From an optimization exercise on the open Yosys and OpenROAD flow, aimed at small area; shortcuts taken in it are not production practice.
In this exercise RTL edits were held to simulation tests only and were not proved equivalent to the original.

== alpha ==
==> flow/design.v <==
module fa(
    input wire a,
    input wire b,
    input wire c,
    output wire s,
    output wire co
    );
    assign s = a ^ b ^ c;
    assign co = (a & b) | (a & c) | (b & c);
endmodule
module ha(
    input wire a,
    input wire b,
    output wire s,
    output wire co
    );
    assign s = a ^ b;
    assign co = a & b;
endmodule
module top(
    input wire clk,
    input wire reset,
    input wire [7:0] next_in,
    output reg [7:0] f
    );
    reg [3:0] st;
    reg [7:0] r0, r1, r2, r3;
    wire pb = ~st[3] & st[2];
    wire pd = st[3] & ~st[2];
    wire [7:0] a = r0;
    wire [7:0] b = next_in;
    wire t0 = ~(~(a[0] & b[1])) & ~(~(a[1] & b[0]));
    wire t1, t2;
    fa ut1 (~(a[0] & b[2]), ~(a[1] & b[1]), ~(a[2] & b[0]), t1, t2);
    wire t3 = t0 & ~(t1);
    wire t4, t5;
    fa ut4 (~(a[0] & b[3]), ~(a[1] & b[2]), ~(a[2] & b[1]), t4, t5);
    wire t6, t7;
    fa ut6 (~(a[3] & b[0]), t2, t4, t6, t7);
    wire t8 = t3 & ~(t6);
    wire t9, t10;
    fa ut9 (~(a[0] & b[4]), ~(a[1] & b[3]), ~(a[2] & b[2]), t9, t10);
    wire t11, t12;
    fa ut11 (~(a[3] & b[1]), ~(a[4] & b[0]), t5, t11, t12);
    wire t13, t14;
    fa ut13 (t9, t7, t11, t13, t14);
    wire t15 = t8 & ~(t13);
    wire t16, t17;
    fa ut16 (~(a[0] & b[5]), ~(a[1] & b[4]), ~(a[2] & b[3]), t16, t17);
    wire t18, t19;
    fa ut18 (~(a[3] & b[2]), ~(a[4] & b[1]), ~(a[5] & b[0]), t18, t19);
    wire t20, t21;
    fa ut20 (t10, t16, t18, t20, t21);
    wire t22, t23;
    fa ut22 (t12, t20, t14, t22, t23);
    wire t24 = t15 & ~(t22);
    wire t25, t26;
    fa ut25 (~(a[0] & b[6]), ~(a[1] & b[5]), ~(a[2] & b[4]), t25, t26);
    wire t27, t28;
    fa ut27 (~(a[3] & b[3]), ~(a[4] & b[2]), ~(a[5] & b[1]), t27, t28);
    wire t29, t30;
    fa ut29 (~(a[6] & b[0]), t17, t19, t29, t30);
    wire t31, t32;
    fa ut31 (t25, t27, t21, t31, t32);
    wire t33, t34;
    fa ut33 (t29, t31, t23, t33, t34);
    wire t35 = t24 & ~(t33);
    wire t36, t37;
    fa ut36 (~(a[1] & b[6]), ~(a[2] & b[5]), ~(a[3] & b[4]), t36, t37);
    wire t38, t39;
    fa ut38 (~(a[4] & b[3]), ~(a[5] & b[2]), ~(a[6] & b[1]), t38, t39);
    wire t40, t41;
    fa ut40 ((a[7] & b[0]), (a[0] & b[7]), t26, t40, t41);
    wire t42, t43;
    fa ut42 (t28, t36, t38, t42, t43);
    wire t44, t45;
    fa ut44 (t30, t40, t42, t44, t45);
    wire t46, t47;
    fa ut46 (t32, t44, t34, t46, t47);
    wire t48 = t35 & ~(t46);
    wire t49, t50;
    fa ut49 (b[0], ~(a[2] & b[6]), ~(a[3] & b[5]), t49, t50);
    wire t51, t52;
    fa ut51 (~(a[4] & b[4]), ~(a[5] & b[3]), ~(a[6] & b[2]), t51, t52);
    wire t53, t54;
    fa ut53 ((a[7] & b[1]), (a[1] & b[7]), t37, t53, t54);
    wire t55, t56;
    fa ut55 (t39, t49, t51, t55, t56);
    wire t57, t58;
    fa ut57 (t41, t43, t53, t57, t58);
    wire t59, t60;
    fa ut59 (t55, t45, t57, t59, t60);
    wire t61 = ~(t48);
    wire t62, t63;
    fa ut62 (t59, t47, t61, t62, t63);
    wire t64, t65;
    fa ut64 (b[1], ~(a[3] & b[6]), ~(a[4] & b[5]), t64, t65);
    wire t66, t67;
    fa ut66 (~(a[5] & b[4]), ~(a[6] & b[3]), (a[7] & b[2]), t66, t67);
    wire t68, t69;
    fa ut68 ((a[2] & b[7]), t50, t52, t68, t69);
    wire t70, t71;
    fa ut70 (t64, t66, t54, t70, t71);
    wire t72, t73;
    fa ut72 (t56, t68, t58, t72, t73);
    wire t74, t75;
    fa ut74 (t70, t60, t72, t74, t75);
    wire t76 = t74 ^ t63;
    wire t77 = ~(t74) | ~(t63);
    wire t78, t79;
    fa ut78 (b[2], ~(a[4] & b[6]), ~(a[5] & b[5]), t78, t79);
    wire t80, t81;
    fa ut80 (~(a[6] & b[4]), (a[7] & b[3]), (a[3] & b[7]), t80, t81);
    wire t82, t83;
    fa ut82 (t65, t78, t67, t82, t83);
    wire t84, t85;
    fa ut84 (t80, t69, t82, t84, t85);
    wire t86, t87;
    fa ut86 (t71, t84, t73, t86, t87);
    wire t88 = ~(t77);
    wire t89, t90;
    fa ut89 (t75, t86, t88, t89, t90);
    wire t91, t92;
    fa ut91 (b[3], ~(a[5] & b[6]), ~(a[6] & b[5]), t91, t92);
    wire t93, t94;
    fa ut93 ((a[7] & b[4]), (a[4] & b[7]), t79, t93, t94);
    wire t95, t96;
    fa ut95 (t91, t81, t93, t95, t96);
    wire t97, t98;
    fa ut97 (t83, t95, t85, t97, t98);
    wire t99, t100;
    fa ut99 (t97, t87, t90, t99, t100);
    wire t101, t102;
    fa ut101 (b[4], ~(a[6] & b[6]), (a[7] & b[5]), t101, t102);
    wire t103, t104;
    fa ut103 ((a[5] & b[7]), t92, t101, t103, t104);
    wire t105, t106;
    fa ut105 (t94, t103, t96, t105, t106);
    wire t107, t108;
    fa ut107 (t105, t98, t100, t107, t108);
    wire t109, t110;
    fa ut109 (b[5], (a[7] & b[6]), (a[6] & b[7]), t109, t110);
    wire t111, t112;
    fa ut111 (t102, t109, t104, t111, t112);
    wire t113, t114;
    fa ut113 (t111, t106, t108, t113, t114);
    wire t115, t116;
    fa ut115 (b[6], ~(a[7] & b[7]), t110, t115, t116);
    wire t117, t118;
    fa ut117 (t115, t112, t114, t117, t118);
    wire t119 = b[7] ^ t116 ^ t118;
    wire [7:0] q = {t119, ~(t117), ~(t113), ~(t107), ~(t99), ~(t89), ~(t76), ~(t62)};
    wire [7:0] sc;
    wire [7:0] s;
    assign s[0] = r0[0] ^ next_in[0];
    assign sc[0] = r0[0] & next_in[0];
    genvar i;
    generate
        for (i = 1; i < 8; i = i + 1) begin : add
            assign s[i] = r0[i] ^ next_in[i] ^ sc[i-1];
            assign sc[i] = (r0[i] & next_in[i]) | (r0[i] & sc[i-1]) | (next_in[i] & sc[i-1]);
        end
    endgenerate
    wire [7:0] nx = pb ? q : pd ? s : next_in;
    always @(posedge clk) begin
        r0 <= r1;
        r1 <= r2;
        r2 <= r3;
        r3 <= nx;
    end
    always @(posedge clk or posedge reset)
        if (reset)
            st <= 4'b0000;
        else begin
            st[1:0] <= st[1:0] + 2'd1;
            if (&st[1:0])
                st[3:2] <= {st[3] ^ st[2], st[3] | ~st[2]};
        end
    wire fen = (st == 4'b1011) | (st[3:2] == 2'b11 && st[1:0] != 2'b11);
    always @(posedge clk or posedge reset)
        if (reset)
            f <= 8'd0;
        else if (fen)
            f <= r1;
endmodule
clock: 12.0 ns
lec_check: 0
cap_margin: 20
core_margin: 2
core_utilization: 40
slew_margin: 20
synth_hierarchical: 1
synth_minimum_keep_size: 0
standard.sh (not shown) runs the stock make flow with config.mk's settings and CLKGATE_MAP_FILE= SYNTH_SCRIPT=/design/flow/synth_recipe.tcl, a recipe that flattens the netlist after the stock synthesis.
==> flow/flow/run.sh <==
#!/bin/bash
# The standard layout (standard.sh), with two changes:
#  - the port buffers are the smallest buffer (buf_1) instead of the
#    resizer's default pick;
#  - CTS uses clkbuf_4 for the root and leaf buffers and inserts no dummy
#    loads.
# Everything else (synthesis, floorplan, power grid, placement, routing)
# is the standard flow's. make's full output goes to standard.log; ORFS's
# per-step logs stay under orfs/logs/.
set -euo pipefail
export BUFFER_PORTS_ARGS="-buffer_cell sky130_fd_sc_hd__buf_1"
export CTS_ARGS="-sink_clustering_enable -repair_clock_nets -buf_list sky130_fd_sc_hd__clkbuf_4 -root_buf sky130_fd_sc_hd__clkbuf_4 -dont_use_dummy_load"
bash standard.sh > standard.log 2>&1
The inputs of gamma differ from those of alpha as listed below.
-- flow/design.v --
<<< alpha, line 153
    wire [7:0] sc;
    wire [7:0] s;
    assign s[0] = r0[0] ^ next_in[0];
    assign sc[0] = r0[0] & next_in[0];
    genvar i;
    generate
        for (i = 1; i < 8; i = i + 1) begin : add
            assign s[i] = r0[i] ^ next_in[i] ^ sc[i-1];
            assign sc[i] = (r0[i] & next_in[i]) | (r0[i] & sc[i-1]) | (next_in[i] & sc[i-1]);
        end
    endgenerate
    wire [7:0] nx = pb ? q : pd ? s : next_in;
    always @(posedge clk) begin
        r0 <= r1;
>>> gamma, line 153
    wire [7:0] sc;
    wire [7:0] s;
    wire [7:0] m = r0 & {8{pd}};
    ha sa0 (m[0], next_in[0], s[0], sc[0]);
    genvar i;
    generate
        for (i = 1; i < 7; i = i + 1) begin : add
            fa sa (m[i], next_in[i], sc[i-1], s[i], sc[i]);
        end
    endgenerate
    assign s[7] = m[7] ^ next_in[7] ^ sc[6];
    assign sc[7] = 1'b0;
    wire [7:0] nx = pb ? q : s;
    always @(posedge clk) begin
        r0 <= r1;
<<< alpha, line 169
        r3 <= nx;
    end
    always @(posedge clk or posedge reset)
        if (reset)
            st <= 4'b0000;
        else begin
            st[1:0] <= st[1:0] + 2'd1;
            if (&st[1:0])
                st[3:2] <= {st[3] ^ st[2], st[3] | ~st[2]};
        end
    wire fen = (st == 4'b1011) | (st[3:2] == 2'b11 && st[1:0] != 2'b11);
    always @(posedge clk or posedge reset)
        if (reset)
>>> gamma, line 170
        r3 <= nx;
    end
    wire c = st[1] & st[0];
    always @(posedge clk or posedge reset)
        if (reset)
            st <= 4'b0000;
        else begin
            st[0] <= ~st[0];
            st[1] <= st[1] ^ st[0];
            st[2] <= st[2] ^ (c & ~(st[2] & st[3]));
            st[3] <= st[3] ^ (c & st[2]);
        end
    wire fen = st[3] & (st[2] ^ c);
    always @(posedge clk or posedge reset)
        if (reset)
Findings:
- Compared to alpha, gamma leaves less free space in the core.
- Number of setup violations in the final report of gamma is on par with alpha.
- Between gamma and alpha, the instance count after placement with tap cells included is higher for alpha.
- gamma against alpha: relative max-transition margin higher, met3 demand-to-capacity share in global routing moved down, routed wire length shows a reduction of about 0.8%.

[port drivers added, routing unchanged]
The results above use ideal ports. As a check the final layouts listed here were re-extracted and re-timed, cells and wires unchanged. Step 1, drivers: a clkbuf_16 drives clk and a buf_2 each remaining input, both assumed. Step 2 adds t to the input delays and takes it off the output delays; t is the mean of the earliest and latest rising clock arrival at the registers after step 1. Input paths then give back, and output paths get back, about the clock's delay inside the block. Slacks: ideal / step 1 / step 2; pairs: ideal / step 1.
run | shift t [ns] | setup slack, ns | hold WS [ns] | cell pins on the clock port's net
alpha | 0.351 | 3.079 / 3.076 / 2.725 | 0.330 / 0.330 / 0.330 | 1
gamma | 0.344 | 3.286 / 3.286 / 2.943 | 0.289 / 0.289 / 0.289 | 1
After both steps every run listed still meets setup and hold. For alpha, which loses most, drivers alone change the setup slack by -0.003 ns; drivers and shift together by -0.354 ns.
